What follows belongs to an exercise in optimizing a design on an open flow for small area, a short achievable clock period and few clock cycles; a production flow would make more cautious choices.
The RTL was checked by simulation tests, not by an equivalence proof against the original design.
No activity file was given, so power comes from the tool's default toggle rates.

==> flow/design.v <==
`timescale 1ns/10ps
module  ATCONV(
	input		clk,
	input		reset,
	output	reg	busy,
	input		ready,
	output reg	[11:0]	iaddr,
	input signed [12:0]	idata,
	output	reg 	cwr,
	output  reg	[11:0]	caddr_wr,
	output  reg [12:0] 	cdata_wr,
	output	reg 	crd,
	output reg	[11:0] 	caddr_rd,
	input 	[12:0] 	cdata_rd,
	output reg 	csel
	);
reg [4:0] s;
reg [6:0] g;
reg [2:0] p;
always @(posedge clk or posedge reset) begin
	if (reset) begin
		busy <= 1'b0;
		s <= 5'd31; g <= 7'd67; p <= 3'd4;
	end else if (!busy) begin
		s <= 5'd31; g <= 7'd67; p <= 3'd4;
		if (ready) busy <= 1'b1;
	end else begin
		if (s == 5'd16 && g == 7'd1 && p == 3'd2) busy <= 1'b0;
		if (p == 3'd5) begin
			p <= 3'd0;
			if (g == 7'd67) begin g <= 7'd0; s <= s + 5'd1; end
			else g <= g + 7'd1;
		end else p <= p + 3'd1;
	end
end
wire        pr    = p[2];                  
wire        wrapr = pr & (g == 7'd67);     
wire [4:0]  sr    = s + {4'd0, wrapr};
wire [2:0]  j     = pr ? {2'b0, p[0]} : p + 3'd2;
wire [6:0]  rowp  = {1'b0, sr[3:1], 3'b0} + {6'b0, sr[0]} + {3'b0, j, 1'b0};
wire [6:0]  colp  = wrapr ? 7'd0 : (pr ? g + 7'd1 : g);
wire [5:0]  rowc  = (rowp < 7'd2) ? 6'd0 : (rowp > 7'd65 ? 6'd63 : rowp[5:0] - 6'd2);
wire [5:0]  colc  = (colp < 7'd2) ? 6'd0 : (colp > 7'd65 ? 6'd63 : colp[5:0] - 6'd2);
always @(posedge clk) iaddr <= {rowc, colc};
reg [11:0] D  [0:12];
reg [11:2] Dh [13:25];
reg [10:0] E;
reg [12:0] Q;
integer k;
always @(posedge clk) begin
	D[0] <= idata[11:0];
	for (k = 1; k <= 12; k = k + 1) D[k] <= D[k-1];
	Dh[13] <= D[12][11:2];
	for (k = 14; k <= 25; k = k + 1) Dh[k] <= Dh[k-1];
	E <= {3'b0, idata[11:4]} + {1'b0, D[0][11:2]} + {3'b0, D[1][11:4]};
	Q <= {1'b0, D[12]} - {4'b0, D[11][11:3]} - {4'b0, Dh[13][11:3]}
	   - {5'b0, Dh[23][11:4]} - {3'b0, Dh[24][11:2]} - {5'b0, Dh[25][11:4]} - 13'd12;
end
wire [12:0] V    = Q - {2'b0, E};
wire [12:0] relu = V[12] ? 13'd0 : V;
wire        gA   = (g >= 7'd5);
wire [4:0]  lsA  = gA ? s : s - 5'd1;
wire [6:0]  lgA  = gA ? g - 7'd5 : g + 7'd63;
wire        gW   = (g >= 7'd6);
wire [4:0]  lsW  = gW ? s : s - 5'd1;
wire [6:0]  lgW  = gW ? g - 7'd6 : g + 7'd62;
wire        validW = ~lsW[4] & ~lgW[6];
wire        firstW = ~lsW[0];
reg [11:0] accA, accB, heldA;
wire [2:0] pc = (p == 3'd0) ? 3'd5 : p - 3'd1;    
wire [11:0] rd = cdata_rd[11:0];
always @(posedge clk) begin
	case (pc)
		3'd1: heldA <= rd;
		3'd2: accA <= rd;
		3'd3: if (rd > accA) accA <= rd;
		3'd4: accB <= rd;
		3'd5: if (rd > accB) accB <= rd;
		default: ;
	endcase
end
function [12:0] rnd16(input [11:0] m);
	rnd16 = {{1'b0, m[11:4]} + {8'b0, |m[3:0]}, 4'b0};
endfunction
wire [11:0] mA = (heldA > accA) ? heldA : accA;
wire [11:0] mB = (rd > accB) ? rd : accB;
wire [12:0] VA = firstW ? {1'b0, accA} : rnd16(mA);
wire [12:0] VB = firstW ? {1'b0, accB} : rnd16(mB);
always @(posedge clk) begin
	crd <= 1'b1;
	if (!busy) begin
		cwr <= 1'b0;
	end else if (p == 3'd0) begin
		cwr <= validW; csel <= 1'b1;
		caddr_wr <= {2'b0, lsW[3:1], lgW[0], 1'b0, lgW[5:1]};
		caddr_rd <= {2'b0, lsW[3:1], lgW[0], 1'b1, lgW[5:1]};
		cdata_wr <= VA;
	end else if (p == 3'd1) begin
		cwr <= validW; csel <= 1'b1;
		caddr_wr <= {2'b0, lsW[3:1], lgW[0], 1'b1, lgW[5:1]};
		caddr_rd <= {2'b0, lsA[3:1], lgA[0], 1'b0, lgA[5:1]};
		cdata_wr <= VB;
	end else begin
		cwr <= ~s[4] & (g >= 7'd4); csel <= 1'b0;
		caddr_wr <= {s[3:1], p[1:0] - 2'd2, s[0], g[5:0] - 6'd4};
		caddr_rd <= {lsA[3:1], lgA[0], p[2], lsA[0], lgA[5:1], p[0]};
		cdata_wr <= relu;
	end
end
endmodule
==> flow/run.sh <==
#!/bin/bash
# synth_recipe.tcl (not shown) runs the flow's synth.tcl, then flattens the netlist and writes it again
# the make line also repeats each setting of config.mk as NAME=value (left out here)
make -C /OpenROAD-flow-scripts/flow DESIGN_CONFIG=/design/flow/config.mk WORK_HOME=/design/flow/orfs CLKGATE_MAP_FILE= SYNTH_SCRIPT=/design/flow/synth_recipe.tcl finish
==> flow/config.mk <==
export PLATFORM = sky130hd
export DESIGN_NAME = ATCONV
export DESIGN_NICKNAME = ATCONV
export VERILOG_FILES = /design/flow/design.v
export SDC_FILE = /design/flow/constraint.sdc
export NUM_CORES = 4
export LEC_CHECK = 0
export CAP_MARGIN = 20
export CORE_MARGIN = 2
export CORE_UTILIZATION = 40
export SLEW_MARGIN = 20
==> flow/constraint.sdc <==
create_clock -name core_clock -period 6.5 [get_ports {clk}]
set_input_delay 1.3000 -clock core_clock [delete_from_list [all_inputs] [get_ports {clk}]]
set_output_delay 1.3000 -clock core_clock [all_outputs]
set_load 0.01 [all_outputs]
==> results.py <==
metrics = {
    "route": {
        "drt-initial-drc-count": 542,
        "final_antenna_net_count": 0,
        "dr.max_layer_used": "met4",
        "met2_wirelength_um": 13750,
        "vias": 9850,
        "avgRoutedWirePerCell_um": 15.56,
        "drt_first_pass_iters": 5,
        "met3_length_um": 1948,
        "wl_um": 31260,
        "drt-met1-wl_um": 14820,
        "route.detailed.vias_per_inst": 4.903,
        "drcViolationCount": 0,
    },
    "layout": {
        "area.sequential_um2": 9061,
        "finish.net_count": 1636,
        "syn2layout_area_growth_pct": 17.74,
        "final_core_util_pct": 47.91,
        "proportion_of_layout_cells_with_a_drive_suffix_above_1_pct": 8.317,
        "multiInputGateArea_um2": 5972,
        "diodes": 0,
        "fill_cells": 3550,
    },
    "setup_path": {
        "critPathArrivalTime_ns": 5.31,
        "cp_num_buf_inv": 1,
        "worst_r2r_path_depth": 15,
        "critical_r2r_launch": "Dh[23][7]",
        "crit_type": "primary input to flip-flop",
        "critical-path-max-stage-delay_ns": 0.74,
        "worstPathCellList": "clkdlybuf4s50_1, ha_1, a21oi_1, o21ai_0, a221oi_1, a21oi_2, o21ai_0, ha_1, nand2_1, xnor2_1, mux2_2, o21ai_0, o211ai_1",
        "cpMaxStageDelayCell": "a221oi_1",
        "worstSetupStartpointType": "primary input",
        "cp.required_ns": 6.76,
        "cp_top_family": "compound AO/OA/AOI/OAI gates",
        "cpMostUsedCell": "o21ai_0",
        "worst_setup_path_end_kind": "flip-flop",
        "crit-reg2reg-capture": "Q[11]",
        "setup.reg_to_reg.worst_slack_ns": 2.11,
        "crit_path_start": "cdata_rd[7]",
        "worst-path-max-fanout": 13,
    },
    "min_path": {
        "hold-path-cell-count": 0,
        "hold_start": "D[5][0]",
        "whs_endpoint": "D[6][0]",
        "hold_path.class": "flip-flop to flip-flop",
    },
    "floorplan": {
        "die-height_um": 202.5,
        "fp.dieArea_um2": 41010,
        "start_util_pct": 40.69,
        "ioPinCount": 82,
        "placementRows": 72,
        "core-area_um2": 38740,
        "floorplan.die.width_um": 202.5,
    },
    "global_route": {
        "grt_pass1_vias": 9757,
        "largest_net_degree_at_the_start_of_global_routing": 57,
        "initial_antenna_violation_count": 2,
        "grt_first_pass_wirelength_um": 51030,
        "grt-ovfl-total": 0,
        "globalRouteTotalUtil_pct": 15.50,
    },
    "timing": {
        "final.period_utilization_pct": 77.74,
        "finClkSkew_ns": 0.01691,
        "max_slew.worst_pin.slew_ns": 0.8227,
        "grt_setup_unrepaired": "no",
        "setup_viol_count_final": 0,
        "fmaxAchievable_ghz": 0.1979,
        "period_minus_slack_ns": 5.053,
        "max_slew_violations": 0,
        "fin_setup_tns_ns": 0,
        "finalHoldViolCount": 0,
        "slew_headroom_pct": 44.57,
    },
    "cts": {
        "worst_setup_hold_path_clk_slew_ns": 0.07,
        "post_cts.repair.setup_buffers": 0,
        "number_of_gates_given_a_new_drive_strength_after_cts": 0,
        "htree_num_levels": 2,
        "cts_root_buffer": "clkbuf_16",
        "ctsHoldBuffers": 0,
        "clkLatencyLatePin_ns": 0.55,
        "cts-buffers-inserted": 41,
        "clockBufferDepth": 3,
        "clock-sinks": 411,
        "cts_tree": "yes",
    },
    "synthesis": {
        "synth_top_flop_cell": "dfxtp_1",
        "synth.ff_latch_count": 411,
        "synth-seq-area-share_pct": 57.47,
        "synth-async-reset-ratio_pct": 3.893,
        "avgSynthCellArea_um2": 11.62,
        "synth.top_cells.by_area": "dfxtp_1, edfxtp_1, ha_1, fa_1, inv_1",
        "syn-cell-area_um2": 15760,
        "synth-edff-count": 74,
        "synthDistinctLibCells": 75,
        "mappedNetlistNets": 1535,
        "count_of_yosys_warnings_during_synthesis": 3,
        "post-synth-top-area-cell": "dfxtp_1",
        "yosys.area.top_type_share_pct": 40.77,
        "syn_inst": 1357,
    },
    "place": {
        "hpwlAfterDp_um": 22470,
        "placer_congestion_estimate": 0.8451,
        "port_buffers": 78,
    },
    "power_and_ir_drop": {
        "vdd_drop_max_uv": 269.8,
        "static-leakage-power_nw": 7.909,
        "power_density_nw_per_um2": 521.0,
    },
    "outcome": {
        "status": "complete, no violations",
    },
    "run": {
        "max-cap-violations": 0,
    },
}
report_power, final:
part	switching, mW	internal (mW)
Clock	0.982	1.37
Sequential	0.329	3.20
Combinational	2.15	1.64
Total	3.46	6.21
cells in the final DEF (no fill, tap or decap), types with 59 or more instances in the layout:
cell type,n
a21oi_1,71
clkdlybuf4s50_1,78
dfxtp_1,321
edfxtp_1,74
ha_1,104
inv_1,153
nand2_1,73
nor2_1,59
registers in the layout (all words and copies together), names as in the netlist:
name,flops
iaddr,12
cdata_wr,13
busy,1
Q,13
Dh,128
D,156
cwr,1
g,7
s,5
E,11
heldA,12
caddr_rd,12
csel,1
accA,12
caddr_wr,12
accB,12
p,3
cell usage after synthesis (5+ instances only):
cell type,instances
inv_1,153
o21ai_0,45
dfxtp_1,321
a21o_1,14
nor2_1,59
xor2_1,26
and3_1,18
o211ai_1,13
and2_1,5
a21oi_1,72
nand2_1,73
edfxtp_1,74
a31oi_1,14
o21bai_1,5
a211oi_1,12
clkbuf_1,27
mux2i_1,12
or3_1,8
mux2_2,13
ha_1,104
o21ai_1,8
fa_1,45
nor3_1,22
a221o_1,5
dfrtp_1,7
o31ai_1,5
xnor2_1,32
nand3_1,29
a21boi_0,9
o21a_1,6
dfstp_2,9
nand4_1,18
buf_2,6
nor2b_1,12
worst max path at each step:
stage | end | cells past startpoint
after floorplan | cdata_wr[5] | 12
after global routing | cdata_wr[11] | 13
final | cdata_wr[8] | 13
after global placement | cdata_wr[11] | 13
after detailed placement | cdata_wr[11] | 13
after CTS | cdata_wr[11] | 13
cells by family (layout without fill, tap and decap cells):
logic type / Yosys count / count (layout) / share of synthesized area [%]
flip-flops: 411 / 411 / 57.47
AND/OR/NAND/NOR: 270 / 270 / 8.525
AO/OA/AOI/OAI: 248 / 248 / 10.24
buffers and inverters: 194 / 328 / 4.786
adder cells (fa/ha/maj): 150 / 150 / 14.04
XOR/XNOR: 58 / 58 / 3.222
multiplexers: 25 / 25 / 1.691
other: 1 / 1 / 0.02379
through the flow:
step,hold WS (ns),cell area (um2),setup slack [ns],instances,power (mW)
2_1_floorplan,0.3096,15760,2.056,1357,6.139
3_3_place_gp,0.3096,17180,0.9143,1933,7.310
3_5_place_dp,0.3121,17180,0.8391,1933,7.355
4_1_cts,0.3185,18560,1.388,2009,9.766
5_1_grt,0.3160,18560,1.109,2009,10.40
6_report,0.3170,18560,1.447,2009,9.671
layout make-up:
| type | instances | share of cell area (%) |
|---|---|---|
| Clock buffer | 61 | 6.660 |
| Clock inverter | 15 | 0.7618 |
| Inverter | 156 | 3.155 |
| Multi-Input combinational cell | 752 | 32.18 |
| Sequential cell | 411 | 48.82 |
| Tap cell | 518 | 3.492 |
| Timing Repair Buffer | 96 | 4.935 |
routing by layer:
layer / GRT usage (%) / vias to the layer above
met5: 0 / -
met4: 5.292 / 0
met3: 3.242 / 61
met2: 23.68 / 248
met1: 21.87 / 4689
li1: - / 4852
Testbench counts, summed over its fixed seeds: cycles 104,656.

[separate check: timing with driven ports]
The flow's constraints put no driver on any port. The routed layout listed below was extracted and timed again, unchanged, in two steps.
Step 1, drivers: a clkbuf_16 drives clk and a buf_2 each remaining input, both assumed.
Step 2 times the ports against the registers' clock, not the clock port: input delays grow and output delays shrink by t, the midpoint of the rising clock arrivals with the driver on.
a / b / c = ideal / step 1 / step 2; a / b = the first two.
t (ns): 0.589
slack for setup (ns): 1.447 / 1.471 / 0.882
slew at the worst register clock pin (ns): 0.07 / 0.07
cell pins on the clock port's net: 1
After both steps this run still meets setup and hold. The setup slack of this run moves by +0.024 ns with the drivers and by -0.565 ns with both steps.
